Source: an optimization exercise on an open RTL-to-GDS flow (aim: small area). Production flows keep margins and buffers that such runs may drop.
Function was checked by simulation only, so behaviour that the tests miss may differ from the original.
The clock port is modelled as an ideal driver, which makes a skipped or thinned clock tree look cheaper than it is; a real chip needs a root buffer or a tree.

==> flow/design.v (excerpt) <==
module top_module_UART (
    input  logic        clk_10MHz,
    input  logic        rst,
    input  logic        wr_pi,
    input  logic        reg_sel_pi,
    input  logic        addr_pi,
    input  logic [31:0] input_pi,
    output logic [31:0] output_po,
    input  logic        rx,
    output logic        tx
);
export LEC_CHECK = 0
export CAP_MARGIN = 20
export CORE_MARGIN = 2
export CORE_UTILIZATION = 70
export PLACE_DENSITY = 0.75
export SLEW_MARGIN = 20
create_clock -name core_clock -period 20.0 [get_ports {clk_10MHz}]
standard.sh (not shown) runs the stock make flow with config.mk's settings and CLKGATE_MAP_FILE= SYNTH_SCRIPT=/design/flow/synth_recipe.tcl, a recipe that flattens the netlist after the stock synthesis.
==> flow/flow/run.sh <==
#!/bin/bash
# The standard ORFS layout with three changes: the technology mapping of the
# combinational logic uses an area-oriented ABC script (flow/area.abc; the
# rest of the synthesis, flip-flop mapping included, is synth_recipe.tcl
# unchanged, except that adders are not mapped to adder cells first), the
# port buffers are buf_1, and the clock tree is built by flow/cts_pre.tcl: a
# few clock buffers, each driving a group of neighbouring flip-flops.
set -euo pipefail
HERE=$(pwd)
{
  head -n 1 synth_recipe.tcl
  echo "proc abc {args} {"
  echo "  set i [lsearch -exact \$args -script]"
  echo "  if { \$i >= 0 } { lset args [expr { \$i + 1 }] $HERE/flow/area.abc }"
  echo "  yosys abc {*}\$args"
  echo "}"
  tail -n +2 synth_recipe.tcl
} > flow_synth.tcl
export BUFFER_PORTS_ARGS="-buffer_cell sky130_fd_sc_hd__buf_1"
export PRE_CTS_TCL=$HERE/flow/cts_pre.tcl
bash standard.sh SYNTH_SCRIPT=$HERE/flow_synth.tcl ADDER_MAP_FILE= finish > standard_make.log 2>&1
==> flow/flow/cts_pre.tcl <==
# Replaces clock_tree_synthesis: the clock sinks are split into groups of
# neighbouring flip-flops, each driven by one clock buffer placed at the
# group's centre; a root buffer drives the group buffers.
proc clock_tree_synthesis { args } {
  set leaf_cell sky130_fd_sc_hd__clkbuf_8
  set root_cell sky130_fd_sc_hd__clkbuf_4
  set max_group 19
  set block [ord::get_db_block]
  set clk_port [lindex [get_property [lindex [all_clocks] 0] sources] 0]
  set clk_name [get_full_name $clk_port]
  set net [$block findNet $clk_name]
  set dbu [$block getDbUnitsPerMicron]
  set sinks {}
  foreach it [$net getITerms] {
    if { ![$it isInputSignal] } { continue }
    lassign [$it getAvgXY] ok x y
    if { !$ok } {
      set inst [$it getInst]
      set bb [$inst getBBox]
      set x [expr { ([$bb xMin] + [$bb xMax]) / 2 }]
      set y [expr { ([$bb yMin] + [$bb yMax]) / 2 }]
    }
    lappend sinks [list [expr { double($x) / $dbu }] [expr { double($y) / $dbu }] \
      "[[$it getInst] getName]/[[$it getMTerm] getName]"]
  }
  set n [llength $sinks]
  set groups [expr { ($n + $max_group - 1) / $max_group }]
  set rows [expr { max(1, int(round(sqrt($groups)))) }]
  puts "clock sinks: $n, groups: $groups in $rows rows"
  set by_y [lsort -real -index 1 $sinks]
  set leaf_pins {}
  set k 0
  set a 0
  for { set r 0 } { $r < $rows } { incr r } {
    # groups in this row, and the sinks they take
    set cols [expr { ($r + 1) * $groups / $rows - $r * $groups / $rows }]
    set b [expr { $a + ($cols * $n + $groups - 1) / $groups - 1 }]
    if { $r == $rows - 1 } { set b [expr { $n - 1 }] }
    set row [lsort -real -index 0 [lrange $by_y $a $b]]
    set a [expr { $b + 1 }]
    set m [llength $row]
    for { set c 0 } { $c < $cols } { incr c } {
      set g [lrange $row [expr { $c * $m / $cols }] [expr { ($c + 1) * $m / $cols - 1 }]]
      if { [llength $g] == 0 } { continue }
      set sx 0.0
      set sy 0.0
      set pins {}
      foreach s $g {
        lassign $s x y p
        set sx [expr { $sx + $x }]
        set sy [expr { $sy + $y }]
        lappend pins [get_pins $p]
      }
      set cx [expr { $sx / [llength $g] }]
      set cy [expr { $sy / [llength $g] }]
      set buf [insert_buffer -buffer_cell $leaf_cell -net $clk_name -load_pins $pins \
        -location [list $cx $cy] -buffer_name clkbuf_leaf_$k -net_name clknet_leaf_$k]
      set bname [get_full_name $buf]
      lappend leaf_pins [get_pins $bname/A]
      [$block findNet [get_full_name [get_nets -of_objects [get_pins $bname/X]]]] setSigType CLOCK
      incr k
    }
  }
  if { [llength $leaf_pins] > 4 } {
    set sx 0.0; set sy 0.0
    foreach s $sinks { set sx [expr { $sx + [lindex $s 0] }]; set sy [expr { $sy + [lindex $s 1] }] }
    set buf [insert_buffer -buffer_cell $root_cell -net $clk_name -load_pins $leaf_pins \
      -location [list [expr { $sx / $n }] [expr { $sy / $n }]] \
      -buffer_name clkbuf_root -net_name clknet_root]
    set bname [get_full_name $buf]
    [$block findNet [get_full_name [get_nets -of_objects [get_pins $bname/X]]]] setSigType CLOCK
  }
  $net setSigType CLOCK
  set_propagated_clock [all_clocks]
}
Other scripts of this flow, unchanged in this note and not shown: flow/flow/area.abc
The starting point finished with timing, DRC and antenna clean.
Then changed:
--- a/flow/flow/cts_pre.tcl
+++ b/flow/flow/cts_pre.tcl
@@ -5 +5 @@
-  set leaf_cell sky130_fd_sc_hd__clkbuf_8
+  set leaf_cell sky130_fd_sc_hd__clkbuf_16
@@ -7 +7 @@
-  set max_group 19
+  set max_group 31
Outcome:
- die area is unchanged
- synthesized cell count is unchanged
- sequential share of layout area hardly moves
- worst setup slack degrades by 0.019 ns
- global-route usage came out higher by 0.17 points
- via count is about the same
- design area hardly moves
- wire length rose slightly
- area after synthesis is unchanged
In every run of this note, the design's own scripts or RTL, not TritonCTS, make the clock network.

-- re-timing with driven ports --
The results above use ideal ports. As a check the final layouts listed here were re-extracted and re-timed, cells and wires unchanged.
Step 1: set_driving_cell puts a clkbuf_16 on clk_10MHz and a buf_2 on each other input, an assumption about the parent block.
Step 2 times the ports against the registers' clock, not the clock port: input delays grow and output delays shrink by t, the midpoint of the rising clock arrivals with the driver on.
Three values: ideal, step 1, step 2; two values: the first two.
| run | shift t [ns] | setup WS [ns] | worst register clock-pin slew, ns |
|---|---|---|---|
| the first run | 0.425 | 10.317 / 10.295 / 10.295 | 0.11 / 0.11 |
| the second run | 0.230 | 10.299 / 10.276 / 10.276 | 0.11 / 0.11 |
After both steps every run listed still meets setup and hold. For the second run, which loses most, drivers alone change the setup slack by -0.023 ns; drivers and shift together by -0.023 ns.
